Context: an optimization exercise on an open-source flow, tuned for small area. The choices shown serve that exercise and are no tape-out recipe. In this exercise RTL edits were held to simulation tests only and were not proved equivalent to the original. The clock input has no modelled driver; a real chip could not lean on it and would need a root buffer or a full tree. Power figures rest on the tool's default switching activity, not on a simulated workload.

== oak ==
// uy
module uy(counter1,counter2,counter3,counter4,counter5,counter6,counter7,counter8,control,control2,control3,control4,display,display2,display3,display4,clk,reset,s1,s2,s3,s4,s5,s6,s7,s8,s9);
Size: roughly 370 cells after synthesis, roughly 41 flip-flops, ~94 I/O pins, about 0.0025 mm^2 of cells after synthesis.
Settings: LEC_CHECK=0, CAP_MARGIN=20, CORE_MARGIN=2, CORE_UTILIZATION=40, PLACE_DENSITY=0.85, SLEW_MARGIN=20; clock period 10.0 ns.
standard.sh (not shown) runs the stock make flow with config.mk's settings and CLKGATE_MAP_FILE= SYNTH_SCRIPT=/design/flow/synth_recipe.tcl, a recipe that flattens the netlist after the stock synthesis.
==> flow/flow/run.sh <==
#!/bin/bash
# The standard ORFS layout (standard.sh) with:
#  - synthesis mapped by an area-oriented ABC script (flow/synth.tcl, flow/area.abc); the
#    synthesis runs once per ABC random seed, in parallel, and the layout continues from
#    the smallest result,
#  - port buffers of the smallest buffer cell,
#  - in place of clock tree synthesis, the clock port drives a few clock buffers directly,
#    each feeding one cluster of the flip-flops; two, or more if the estimated clock-pin
#    slew would exceed 122 ps (flow/manual_cts.tcl),
#  - one tie cell for all constant outputs.
set -euo pipefail
W=$PWD
export FLOW_ABC_SCRIPT=$W/flow/area.abc
export FLOW_SYNTH_TCL=$W/synth_recipe.tcl
export BUFFER_PORTS_ARGS="-buffer_cell sky130_fd_sc_hd__buf_1"
export SKIP_REPAIR_TIE_FANOUT=1
export PRE_CTS_TCL=$W/flow/manual_cts.tcl
export FLOW_CTS_N=2
export FLOW_CTS_SLEW_PS=122
export FLOW_CTS_BUF=sky130_fd_sc_hd__clkbuf_8
export FLOW_CTS_CLOCK=clk
SEEDS="1 2 3 4"
for s in $SEEDS; do
  mkdir -p $W/abc_s$s
  sed -e "s#SYNTH_SCRIPT=[^ ]*#SYNTH_SCRIPT=$W/flow/synth.tcl#" -e "s#WORK_HOME=[^ ]*#WORK_HOME=$W/orfs_s$s#" standard.sh > standard_s$s.sh
  (FLOW_ABC_SEEDS=$s FLOW_ABC_DIR=$W/abc_s$s bash standard_s$s.sh synth > synth_s$s.log 2>&1) &
done
wait
best=""
best_area=""
for s in $SEEDS; do
  a=$(sed -n 's/^ABC best seed [0-9]*: area \([0-9.]*\)$/\1/p' synth_s$s.log | tail -1)
  echo "seed $s: area ${a:-none}" >> seeds.log
  if [[ -n "$a" ]] && { [[ -z "$best" ]] || awk -v a="$a" -v b="$best_area" 'BEGIN { exit !(a < b) }'; }; then
    best=$s; best_area=$a
  fi
done
echo "best seed $best: area $best_area" >> seeds.log
mv $W/orfs_s$best $W/orfs
sed "s#SYNTH_SCRIPT=[^ ]*#SYNTH_SCRIPT=$W/flow/synth.tcl#" standard.sh > standard_own.sh
bash standard_own.sh > make_flow.log 2>&1
==> flow/flow/manual_cts.tcl <==
# Clock buffering in place of clock_tree_synthesis: the clock port drives n buffers
# (FLOW_CTS_BUF) directly, each feeding one cluster of the clock sinks (k-means on location).
# n starts at FLOW_CTS_N and grows while the estimated worst clock-pin slew of the sinks
# exceeds FLOW_CTS_SLEW_PS.
proc clock_tree_synthesis {args} {
  for {set n $::env(FLOW_CTS_N)} {$n <= 8} {incr n} {
    set bufs [manual_clock_buffers $n]
    detailed_placement
    set_propagated_clock [all_clocks]
    estimate_parasitics -placement
    set worst 0.0
    foreach pin [get_pins -of_objects [get_nets -of_objects [get_pins [lmap b $bufs {string cat $b /X}]]] -filter "direction == input"] {
      foreach e {rise fall} {
        set s [get_property $pin slew_max_$e]
        if {$s > $worst} { set worst $s }
      }
    }
    puts "manual clock tree: $n buffers, estimated worst sink slew $worst"
    # slews are in ns
    if {$worst <= $::env(FLOW_CTS_SLEW_PS) * 1e-3 || $n == 8} { break }
    undo_manual_clock_buffers $bufs
  }
  set_propagated_clock [all_clocks]
}

proc undo_manual_clock_buffers {bufs} {
  set block [ord::get_db_block]
  set clk_net [$block findNet $::env(FLOW_CTS_CLOCK)]
  foreach b $bufs {
    set inst [$block findInst $b]
    set net [[$inst findITerm X] getNet]
    foreach it [$net getITerms] {
      if {[$it getInst] ne $inst} { $it disconnect; $it connect $clk_net }
    }
    [$inst findITerm A] disconnect
    [$inst findITerm X] disconnect
    odb::dbInst_destroy $inst
    odb::dbNet_destroy $net
  }
}

proc manual_clock_buffers {n} {
  set block [ord::get_db_block]
  set db [ord::get_db]
  set master [$db findMaster $::env(FLOW_CTS_BUF)]
  set clk_net [$block findNet $::env(FLOW_CTS_CLOCK)]
  set sinks {}
  foreach it [$clk_net getITerms] {
    set bb [[$it getInst] getBBox]
    lappend sinks [list $it [expr {([$bb xMin] + [$bb xMax]) / 2.0}] [expr {([$bb yMin] + [$bb yMax]) / 2.0}]]
  }
  set m [llength $sinks]
  # k-means, seeded by sinks spread along the sorted x order
  set sorted [lsort -real -index 1 $sinks]
  set cent {}
  for {set c 0} {$c < $n} {incr c} {
    set s [lindex $sorted [expr {int(($c + 0.5) * $m / $n)}]]
    lappend cent [list [lindex $s 1] [lindex $s 2]]
  }
  for {set iter 0} {$iter < 50} {incr iter} {
    set assign {}
    foreach s $sinks {
      set best 0; set bd 1e30
      for {set c 0} {$c < $n} {incr c} {
        set dx [expr {[lindex $s 1] - [lindex $cent $c 0]}]
        set dy [expr {[lindex $s 2] - [lindex $cent $c 1]}]
        set d [expr {abs($dx) + abs($dy)}]
        if {$d < $bd} { set bd $d; set best $c }
      }
      lappend assign $best
    }
    set newc {}
    for {set c 0} {$c < $n} {incr c} {
      set sx 0.0; set sy 0.0; set k 0
      foreach s $sinks a $assign { if {$a == $c} { set sx [expr {$sx + [lindex $s 1]}]; set sy [expr {$sy + [lindex $s 2]}]; incr k } }
      if {$k > 0} { lappend newc [list [expr {$sx / $k}] [expr {$sy / $k}]] } else { lappend newc [lindex $cent $c] }
    }
    set cent $newc
  }
  set bufs {}
  for {set c 0} {$c < $n} {incr c} {
    set inst [odb::dbInst_create $block $master "clkbuf_manual_${n}_$c"]
    set net [odb::dbNet_create $block "clknet_manual_${n}_$c"]
    lappend bufs "clkbuf_manual_${n}_$c"
    $net setSigType CLOCK
    [$inst findITerm A] connect $clk_net
    [$inst findITerm X] connect $net
    set k 0
    foreach s $sinks a $assign {
      if {$a == $c} { set it [lindex $s 0]; $it disconnect; $it connect $net; incr k }
    }
    $inst setLocation [expr {int([lindex $cent $c 0])}] [expr {int([lindex $cent $c 1])}]
    $inst setPlacementStatus PLACED
    puts "manual clock buffer $c of $n: $k sinks at [lindex $cent $c]"
  }
  return $bufs
}
Other scripts of this flow, unchanged in this note and not shown: flow/flow/area.abc, flow/flow/synth.tcl
Changes in pine relative to oak:
--- a/flow/flow/run.sh
+++ b/flow/flow/run.sh
@@ -6,5 +6,5 @@
 #  - port buffers of the smallest buffer cell,
 #  - in place of clock tree synthesis, the clock port drives a few clock buffers directly,
-#    each feeding one cluster of the flip-flops; two, or more if the estimated clock-pin
+#    each feeding an equal share of the flip-flops; two, or more if the estimated clock-pin
 #    slew would exceed 122 ps (flow/manual_cts.tcl),
 #  - one tie cell for all constant outputs.
@@ -20,5 +20,5 @@
 export FLOW_CTS_BUF=sky130_fd_sc_hd__clkbuf_8
 export FLOW_CTS_CLOCK=clk
-SEEDS="1 2 3 4"
+SEEDS="1 2 3 4 5 6"
 for s in $SEEDS; do
   mkdir -p $W/abc_s$s
--- a/flow/flow/manual_cts.tcl
+++ b/flow/flow/manual_cts.tcl
@@ -1,4 +1,4 @@
 # Clock buffering in place of clock_tree_synthesis: the clock port drives n buffers
-# (FLOW_CTS_BUF) directly, each feeding one cluster of the clock sinks (k-means on location).
+# (FLOW_CTS_BUF) directly, each feeding one cluster of the clock sinks (balanced strips along the wider axis).
 # n starts at FLOW_CTS_N and grows while the estimated worst clock-pin slew of the sinks
 # exceeds FLOW_CTS_SLEW_PS.
@@ -51,30 +51,21 @@
   }
   set m [llength $sinks]
-  # k-means, seeded by sinks spread along the sorted x order
-  set sorted [lsort -real -index 1 $sinks]
+  # balanced strips: sort the sinks along the axis of larger spread and cut them into n
+  # groups of equal size
+  set xs [lmap s $sinks {lindex $s 1}]
+  set ys [lmap s $sinks {lindex $s 2}]
+  set xspan [expr {[tcl::mathfunc::max {*}$xs] - [tcl::mathfunc::min {*}$xs]}]
+  set yspan [expr {[tcl::mathfunc::max {*}$ys] - [tcl::mathfunc::min {*}$ys]}]
+  set axis [expr {$xspan >= $yspan ? 1 : 2}]
+  set sorted [lsort -real -index $axis $sinks]
+  set groups {}
+  for {set c 0} {$c < $n} {incr c} {
+    lappend groups [lrange $sorted [expr {$c * $m / $n}] [expr {($c + 1) * $m / $n - 1}]]
+  }
   set cent {}
-  for {set c 0} {$c < $n} {incr c} {
-    set s [lindex $sorted [expr {int(($c + 0.5) * $m / $n)}]]
-    lappend cent [list [lindex $s 1] [lindex $s 2]]
-  }
-  for {set iter 0} {$iter < 50} {incr iter} {
-    set assign {}
-    foreach s $sinks {
-      set best 0; set bd 1e30
-      for {set c 0} {$c < $n} {incr c} {
-        set dx [expr {[lindex $s 1] - [lindex $cent $c 0]}]
-        set dy [expr {[lindex $s 2] - [lindex $cent $c 1]}]
-        set d [expr {abs($dx) + abs($dy)}]
-        if {$d < $bd} { set bd $d; set best $c }
-      }
-      lappend assign $best
-    }
-    set newc {}
-    for {set c 0} {$c < $n} {incr c} {
-      set sx 0.0; set sy 0.0; set k 0
-      foreach s $sinks a $assign { if {$a == $c} { set sx [expr {$sx + [lindex $s 1]}]; set sy [expr {$sy + [lindex $s 2]}]; incr k } }
-      if {$k > 0} { lappend newc [list [expr {$sx / $k}] [expr {$sy / $k}]] } else { lappend newc [lindex $cent $c] }
-    }
-    set cent $newc
+  foreach g $groups {
+    set sx 0.0; set sy 0.0
+    foreach s $g { set sx [expr {$sx + [lindex $s 1]}]; set sy [expr {$sy + [lindex $s 2]}] }
+    lappend cent [list [expr {$sx / [llength $g]}] [expr {$sy / [llength $g]}]]
   }
   set bufs {}
@@ -87,7 +78,5 @@
     [$inst findITerm X] connect $net
     set k 0
-    foreach s $sinks a $assign {
-      if {$a == $c} { set it [lindex $s 0]; $it disconnect; $it connect $net; incr k }
-    }
+    foreach s [lindex $groups $c] { set it [lindex $s 0]; $it disconnect; $it connect $net; incr k }
     $inst setLocation [expr {int([lindex $cent $c 0])}] [expr {int([lindex $cent $c 1])}]
     $inst setPlacementStatus PLACED
Compared with oak, pine instantiates a smaller number of standard cells. pine against oak: power picked up an extra about 20%, via-per-instance ratio increased by 0.93% relative to the old numbers, number of placed instances with taps included -10, die extent in y decreased by 0.77 um relative to the old numbers. pine vs oak, share of power burned in registers went down by 5.0 points. Comparing pine and oak, placed standard-cell area is lower on pine. pine: net switching power is 50% higher than what oak reported. Re worst setup slack: pine is 0.65 ns up on oak. [compare] base=oak new=pine: layout-stage area growth over the synthesis result higher, wire length roughly the same. Run comparison: pine destination of the critical timing path d1[1]; oak destination of the critical timing path d1[0].
### pine -> birch
--- a/flow/flow/run.sh
+++ b/flow/flow/run.sh
@@ -20,5 +20,5 @@
 export FLOW_CTS_BUF=sky130_fd_sc_hd__clkbuf_8
 export FLOW_CTS_CLOCK=clk
-SEEDS="1 2 3 4 5 6"
+SEEDS="1 2 3 4"
 for s in $SEEDS; do
   mkdir -p $W/abc_s$s
--- outcome ---
Of pine and birch, the lower filler-free cell count of the finished design belongs to pine.
Comparing pine and birch, hold slack is higher on birch.
The setup slack of birch is smaller than that of pine.
Higher average instance area after synthesis was reported by pine, not birch.
Core utilization: birch vs pine — no meaningful difference
Headroom to the max-slew limit was lower in the run labelled birch.
Met2 demand-to-capacity share in global routing: birch < pine
Compared with pine, in birch post-layout instance area ~0 delta; post-synthesis instance area increased by 0.96% relative to the old numbers.
In every run of this note, the design's own scripts or RTL, not TritonCTS, make the clock network.


== before ==
The RTL this note starts from:
==> flow/design.v <==
module uy(counter1,counter2,counter3,counter4,counter5,counter6,counter7,counter8,control,control2,control3,control4,display,display2,display3,display4,clk,reset,s1,s2,s3,s4,s5,s6,s7,s8,s9);
input clk,reset,s1,s2,s3,s4,s5,s6,s7,s8,s9;
output [3:0] control;
output [3:0] control2;
output [3:0] control3;
output [3:0] control4;
output [7:0] display;
output [7:0] display2;
output [7:0] display3;
output [7:0] display4;
output [3:0] counter1;
output [3:0] counter2;
output [3:0] counter3;
output [3:0] counter4;
output [3:0] counter5;
output [4:0] counter6;
output [4:0] counter7;
output [4:0] counter8;
reg [4:0] t;
wire tick = t[3] & !t[2] & !t[1] & t[0];    
always @(posedge clk)
  if (reset || (t[4] & t[1] & t[0])) t <= 5'd0;    
  else t <= t + 5'd1;
wire en = tick & s1;
reg [2:0] k;
reg fon;           
reg [1:0] fpos;    
wire [3:0] g = fon ? (4'b0001 << fpos) : 4'b0000;
reg [4:0] c6, c7;
reg c8b;
wire [4:0] c8 = c8b ? c7 + 5'd14 : c7;
wire k01 = k[0] & k[1];
assign counter1 = {1'b0, k[2] | (g[0] & k01), k[1] ^ (g[0] & k[0]), k[0] ^ g[0]};
assign counter2 = {1'b0, k[2] | (g[1] & k01), k[1] ^ (g[1] & k[0]), k[0] ^ g[1]};
assign counter3 = {1'b0, k[2] | (g[2] & k01), k[1] ^ (g[2] & k[0]), k[0] ^ g[2]};
assign counter4 = {1'b0, k[2] | (g[3] & k01), k[1] ^ (g[3] & k[0]), k[0] ^ g[3]};
assign counter5 = c7[3:0];
assign counter6 = c6;
assign counter7 = c7;
assign counter8 = c8;
reg [2:0] ctl1;
assign control  = ctl1[2] ? 4'b1111 : ~(4'b1000 >> ctl1[1:0]);
reg [3:0] e2, e3, e4;
wire [1:0] d2 = !e2[3] ? e2[2:1] : e2[0] ? 2'd1 : {1'b1, e2[1]};
wire [1:0] d3 = !e3[3] ? e3[2:1] : e3[0] ? 2'd1 : {1'b1, e3[1]};
wire [1:0] d4 = !e4[3] ? e4[2:1] : e4[0] ? 2'd1 : {1'b1, e4[1]};
assign control2 = e2[3] ? ~(4'b1000 >> e2[2:1]) : 4'b1111;
assign control3 = e3[3] ? ~(4'b1000 >> e3[2:1]) : 4'b1111;
assign control4 = e4[3] ? ~(4'b1000 >> e4[2:1]) : 4'b1111;
assign display2 = {{2{d2 == 2'd2}}, {3{d2 == 2'd3}}, d2 == 2'd2, d2 != 2'd0, 1'b0};
assign display3 = {{2{d3 == 2'd2}}, {3{d3 == 2'd3}}, d3 == 2'd2, d3 != 2'd0, 1'b0};
assign display4 = {{2{d4 == 2'd2}}, {3{d4 == 2'd3}}, d4 == 2'd2, d4 != 2'd0, 1'b0};
reg [3:0] d1;
assign display[0] = 1'b0;
assign display[1] = (d1 == 4'd1) | (d1 == 4'd2) | (d1 == 4'd3) | (d1 == 4'd9) | (d1 == 4'd10) | (d1 == 4'd11) | (d1 == 4'd12);
assign display[2] = (d1 == 4'd2) | (d1 == 4'd4) | (d1 == 4'd11) | (d1 == 4'd12) | (d1 == 4'd13) | (d1 == 4'd14);
assign display[3] = (d1 == 4'd3) | (d1 == 4'd9) | (d1 == 4'd12) | (d1 == 4'd13) | (d1 == 4'd14) | (d1 == 4'd15);
assign display[4] = (d1 == 4'd3) | (d1 == 4'd9) | (d1 == 4'd10) | (d1 == 4'd12) | (d1 == 4'd13) | (d1 == 4'd14);
assign display[5] = (d1 == 4'd3) | (d1 == 4'd7) | (d1 == 4'd8) | (d1 == 4'd10) | (d1 == 4'd11) | (d1 == 4'd12) | (d1 == 4'd14);
assign display[6] = (d1 == 4'd2) | (d1 == 4'd6) | (d1 == 4'd8) | (d1 == 4'd9) | (d1 == 4'd10) | (d1 == 4'd11) | (d1 == 4'd12) | (d1 == 4'd14);
assign display[7] = (d1 == 4'd2) | (d1 == 4'd5) | (d1 == 4'd9) | (d1 == 4'd10) | (d1 == 4'd12) | (d1 == 4'd13) | (d1 == 4'd14);
wire kz = (k == 3'd0);
wire fa = kz & s2 & !g[0];
wire fb = kz & s3 & !g[1] & !fa;
wire fc = kz & s4 & !g[2] & !fa & !fb;
wire fd = kz & s5 & !g[3] & !fa & !fb & !fc;
wire fe = k[2] | (k01 & g[0]);
wire fl = fa | fb | fc | fd | fe;
wire fsel = !fl & s6 & (c7[3:0] <= 4'd8 || c7[3:0] == 4'd15);
wire gsel = !fl & !fsel & s7 & (c6 <= 5'd16 || c6 == 5'd31);
wire hsel = !fl & !fsel & !gsel & s8 & (c7 <= 5'd16 || c7 == 5'd31);
wire isel = !fl & !fsel & !gsel & !hsel & s9 & (c8 <= 5'd17 || c8 == 5'd31);
wire gh = gsel | hsel;
wire [4:0] cs = gsel ? c6 : c7;
wire r1 = (cs[4:2] == 3'd0) || (cs == 5'd31);
wire r2 = (cs[4:2] == 3'd1);
wire r3 = (cs[4:2] == 3'd2);
wire r4 = (cs[4:2] == 3'd3);
wire r5 = (cs == 5'd16);
wire [1:0] ghpos = cs[4] ? 2'd0 : cs[1:0];
wire [1:0] fidx = c7[1:0] ^ {2{c7[2]}};
wire fwr = fsel & (c7[3:0] != 4'd8);
wire iwr = isel & (c7 <= 5'd17 || c7 == 5'd31);
wire [1:0] ipos = (c7 <= 5'd4 || c7 == 5'd31) ? 2'd0 : (c7 <= 5'd7) ? 2'd1 : (c7 <= 5'd12) ? 2'd2 : 2'd3;
wire [1:0] iidx = (c7 >= 5'd13 && c7 != 5'd31) ? {~c7[1], c7[0]} : c7[1:0] - 2'd1;
wire i08 = (c7 == 5'd31) || (c7 == 5'd0);
wire [1:0] npos = {fc | fd, fb | fd};
wire gon = fl ? (fa | fb | fc | fd) : fon;
wire [1:0] gpos = fl ? npos : fpos;
reg [2:0] nc1;
reg [3:0] nd1;
always @* begin
  nc1 = ctl1; nd1 = d1;
  if (fwr) begin
    if (c7[3:0] == 4'd15) begin nc1 = 3'd0; nd1 = 4'd14; end
    else begin nc1 = {1'b0, fidx}; nd1 = {2'b10, fidx}; end
  end
  if (gh) begin
    if (r1) begin
      nc1 = {1'b0, ghpos};
      nd1 = gsel ? 4'd1 : (c7[0] & !c7[4]) ? 4'd3 : 4'd2;
    end else nc1 = 3'b100;
  end
  if (iwr) begin
    nc1 = {1'b0, ipos};
    nd1 = i08 ? 4'd15 : {2'b01, iidx};
  end
  if (gon) begin
    nc1 = {1'b0, gpos};
    nd1 = fl ? 4'd12 : (k[1] & !k[0]) ? 4'd14 : 4'd13;
  end
end
always @(posedge clk) begin
  if (reset) begin
    k <= 3'd0; fon <= 1'b0; fpos <= 2'd0; c6 <= 5'd0; c7 <= 5'd0; c8b <= 1'b0;
    ctl1 <= 3'b100; e2 <= 4'd0; e3 <= 4'd0; e4 <= 4'd0;
    d1 <= 4'd0;
  end else if (en) begin
    if (fl) begin k <= 3'd0; fon <= fa | fb | fc | fd; fpos <= npos; end
    else k <= {k01, k[1] ^ k[0], !k[0]};    
    c7 <= c7 + 5'd1;
    c6 <= (gh && r5) ? 5'd0 : c6 + 5'd1;
    if (iwr && c7 == 5'd17) c8b <= 1'b1;
    ctl1 <= nc1; d1 <= nd1;
    if (gh && r2) e2 <= {1'b1, cs[1:0], gsel};
    else if (gh && (r3 || r4 || r5)) e2 <= {1'b0, d2, 1'b0};
    if (gh && r3) e3 <= {1'b1, cs[1:0], gsel};
    else if (gh && (r4 || r5)) e3 <= {1'b0, d3, 1'b0};
    if (gh && r4) e4 <= {1'b1, cs[1:0], gsel};
    else if (gh && r5) e4 <= {1'b0, 2'd1, 1'b0};
  end
end
endmodule
export LEC_CHECK = 0
export CAP_MARGIN = 20
export CORE_MARGIN = 2
export CORE_UTILIZATION = 40
export SLEW_MARGIN = 20
create_clock -name core_clock -period 10.0 [get_ports {clk}]
==> flow/flow/run.sh <==
#!/bin/bash
# The standard ORFS layout (standard.sh) with:
#  - synthesis mapped by an area-oriented ABC script (flow/synth.tcl, flow/area.abc); the
#    synthesis runs once per ABC random seed, in parallel, and the layout continues from
#    the smallest result,
#  - port buffers of the smallest buffer cell,
#  - in place of clock tree synthesis, the clock port drives three clock buffers directly,
#    each feeding one cluster of the flip-flops (flow/manual_cts.tcl),
#  - one tie cell for all constant outputs.
set -euo pipefail
W=$PWD
export FLOW_ABC_SCRIPT=$W/flow/area.abc
export FLOW_SYNTH_TCL=$W/synth_recipe.tcl
export BUFFER_PORTS_ARGS="-buffer_cell sky130_fd_sc_hd__buf_1"
export SKIP_REPAIR_TIE_FANOUT=1
export PRE_CTS_TCL=$W/flow/manual_cts.tcl
export FLOW_CTS_N=3
export FLOW_CTS_BUF=sky130_fd_sc_hd__clkbuf_8
export FLOW_CTS_CLOCK=clk
SEEDS="1 2 3 4"
for s in $SEEDS; do
  mkdir -p $W/abc_s$s
  sed -e "s#SYNTH_SCRIPT=[^ ]*#SYNTH_SCRIPT=$W/flow/synth.tcl#" -e "s#WORK_HOME=[^ ]*#WORK_HOME=$W/orfs_s$s#" standard.sh > standard_s$s.sh
  (FLOW_ABC_SEEDS=$s FLOW_ABC_DIR=$W/abc_s$s bash standard_s$s.sh synth > synth_s$s.log 2>&1) &
done
wait
best=""
best_area=""
for s in $SEEDS; do
  a=$(sed -n 's/^ABC best seed [0-9]*: area \([0-9.]*\)$/\1/p' synth_s$s.log | tail -1)
  echo "seed $s: area ${a:-none}" >> seeds.log
  if [[ -n "$a" ]] && { [[ -z "$best" ]] || awk -v a="$a" -v b="$best_area" 'BEGIN { exit !(a < b) }'; }; then
    best=$s; best_area=$a
  fi
done
echo "best seed $best: area $best_area" >> seeds.log
mv $W/orfs_s$best $W/orfs
sed "s#SYNTH_SCRIPT=[^ ]*#SYNTH_SCRIPT=$W/flow/synth.tcl#" standard.sh > standard_own.sh
bash standard_own.sh > make_flow.log 2>&1
==> flow/flow/manual_cts.tcl <==
# Clock buffering in place of clock_tree_synthesis: the clock port drives FLOW_CTS_N buffers
# (FLOW_CTS_BUF) directly, each feeding one cluster of the clock sinks (k-means on location).
proc clock_tree_synthesis {args} {
  set block [ord::get_db_block]
  set db [ord::get_db]
  set n $::env(FLOW_CTS_N)
  set master [$db findMaster $::env(FLOW_CTS_BUF)]
  set clk_net [$block findNet $::env(FLOW_CTS_CLOCK)]
  set sinks {}
  foreach it [$clk_net getITerms] {
    set bb [[$it getInst] getBBox]
    lappend sinks [list $it [expr {([$bb xMin] + [$bb xMax]) / 2.0}] [expr {([$bb yMin] + [$bb yMax]) / 2.0}]]
  }
  set m [llength $sinks]
  # k-means, seeded by sinks spread along the sorted x order
  set sorted [lsort -real -index 1 $sinks]
  set cent {}
  for {set c 0} {$c < $n} {incr c} {
    set s [lindex $sorted [expr {int(($c + 0.5) * $m / $n)}]]
    lappend cent [list [lindex $s 1] [lindex $s 2]]
  }
  for {set iter 0} {$iter < 50} {incr iter} {
    set assign {}
    foreach s $sinks {
      set best 0; set bd 1e30
      for {set c 0} {$c < $n} {incr c} {
        set dx [expr {[lindex $s 1] - [lindex $cent $c 0]}]
        set dy [expr {[lindex $s 2] - [lindex $cent $c 1]}]
        set d [expr {abs($dx) + abs($dy)}]
        if {$d < $bd} { set bd $d; set best $c }
      }
      lappend assign $best
    }
    set newc {}
    for {set c 0} {$c < $n} {incr c} {
      set sx 0.0; set sy 0.0; set k 0
      foreach s $sinks a $assign { if {$a == $c} { set sx [expr {$sx + [lindex $s 1]}]; set sy [expr {$sy + [lindex $s 2]}]; incr k } }
      if {$k > 0} { lappend newc [list [expr {$sx / $k}] [expr {$sy / $k}]] } else { lappend newc [lindex $cent $c] }
    }
    set cent $newc
  }
  for {set c 0} {$c < $n} {incr c} {
    set inst [odb::dbInst_create $block $master "clkbuf_manual_$c"]
    set net [odb::dbNet_create $block "clknet_manual_$c"]
    $net setSigType CLOCK
    [$inst findITerm A] connect $clk_net
    [$inst findITerm X] connect $net
    set k 0
    foreach s $sinks a $assign {
      if {$a == $c} { set it [lindex $s 0]; $it disconnect; $it connect $net; incr k }
    }
    $inst setLocation [expr {int([lindex $cent $c 0])}] [expr {int([lindex $cent $c 1])}]
    $inst setPlacementStatus PLACED
    puts "manual clock buffer $c: $k sinks at [lindex $cent $c]"
  }
  set_propagated_clock [all_clocks]
}
==> flow/flow/synth.tcl <==
# The standard synthesis (synth_recipe.tcl), with two changes to the technology mapping:
# no half/full adder extraction, and an area-oriented ABC script (area.abc: &deepsyn and
# &eslim, then
# amap), run with each random seed in FLOW_ABC_SEEDS, keeping the smallest result.
proc extract_fa {args} { puts "extract_fa skipped" }
proc abc {args} {
  set i [lsearch -exact $args -script]
  set template [read [open $::env(FLOW_ABC_SCRIPT)]]
  yosys design -save pre_abc
  set best_area 1e30
  set best_seed -1
  foreach seed $::env(FLOW_ABC_SEEDS) {
    yosys design -load pre_abc
    set script $::env(FLOW_ABC_DIR)/area_seed$seed.abc
    set f [open $script w]
    puts -nonewline $f [string map [list @SEED@ $seed] $template]
    close $f
    set a $args
    lset a [expr {$i + 1}] $script
    yosys abc {*}$a
    yosys tee -q -o $::env(FLOW_ABC_DIR)/area_seed$seed.txt stat -liberty [lindex $::env(LIB_FILES) 0]
    set f [open $::env(FLOW_ABC_DIR)/area_seed$seed.txt r]
    set txt [read $f]
    close $f
    regexp {Chip area for module[^:]*:\s*([0-9.]+)} $txt -> area
    puts "ABC seed $seed: area $area"
    if {$area < $best_area} {
      set best_area $area
      set best_seed $seed
      yosys design -save best_abc
    }
  }
  puts "ABC best seed $best_seed: area $best_area"
  yosys design -load best_abc
}
source $::env(FLOW_SYNTH_TCL)
Other scripts of this flow, unchanged in this note and not shown: flow/flow/area.abc
before went all the way through the flow, and no timing, DRC or antenna check failed.
diff inputs: before => after
# before
export LEC_CHECK = 0
export CAP_MARGIN = 20
export CORE_MARGIN = 2
export CORE_UTILIZATION = 40
export SLEW_MARGIN = 20
create_clock -name core_clock -period 10.0 [get_ports {clk}]
# after
export LEC_CHECK = 0
export CAP_MARGIN = 20
export CORE_MARGIN = 2
export CORE_UTILIZATION = 40
export PLACE_DENSITY = 0.85
export SLEW_MARGIN = 20
create_clock -name core_clock -period 10.0 [get_ports {clk}]
-- flow/flow/run.sh --
<<< before, line 16
export PRE_CTS_TCL=$W/flow/manual_cts.tcl
export FLOW_CTS_N=3
export FLOW_CTS_BUF=sky130_fd_sc_hd__clkbuf_8
export FLOW_CTS_CLOCK=clk
SEEDS="1 2 3 4"
for s in $SEEDS; do
>>> after, line 16
export PRE_CTS_TCL=$W/flow/manual_cts.tcl
export FLOW_CTS_N=2
export FLOW_CTS_BUF=sky130_fd_sc_hd__clkbuf_8
export FLOW_CTS_CLOCK=clk
SEEDS="1"
for s in $SEEDS; do
### Flow results
Having completed the whole flow, after delivered a layout that passed the timing, design-rule and antenna checks. Having completed the whole flow, before delivered a layout that passed the timing, design-rule and antenna checks. Summary of after over before: starting utilization of the core area has decreased; combinational share of power has increased. Compared to before, after reaches a lower achievable clock. before -> after: aggregate routed wire length flat. Maximum net fanout on the critical path in after is 5 above before.
No run of this note takes its clock network from TritonCTS; it comes from the design's own scripts or RTL.

## static timing again, ports no longer ideal
The flow's constraints put no driver on any port. The routed layouts listed below were extracted and timed again, unchanged, in two steps. Step 1: set_driving_cell puts a clkbuf_16 on clk and a buf_2 on each other input, an assumption about the parent block. Step 2 also shifts input and output timing later by t, the mid clock arrival at the registers, as if the neighbouring blocks saw the same clock. a / b / c = no drivers / after step 1 / after step 2; a / b = the first two.
run | shift t [ns] | setup WS [ns] | worst setup path after step 2 | slew at the worst register clock pin (ns) | worst slew at a driven data input, ns
oak | 0.190 | 2.848 / 2.873 / 2.683 | input to register | 0.09 / 0.09 | 0.03
pine | 0.194 | 3.496 / 3.520 / 3.327 | input to register | 0.10 / 0.10 | 0.04
birch | 0.210 | 2.997 / 3.015 / 2.805 | input to register | 0.12 / 0.12 | 0.03
before | 0.197 | 3.018 / 3.045 / 2.848 | input to register | 0.10 / 0.10 | 0.03
after | 0.213 | 2.932 / 2.950 / 2.737 | input to register | 0.12 / 0.12 | 0.04
After both steps every run listed still meets setup and hold. For after, which loses most, drivers alone change the setup slack by +0.018 ns; drivers and shift together by -0.195 ns.
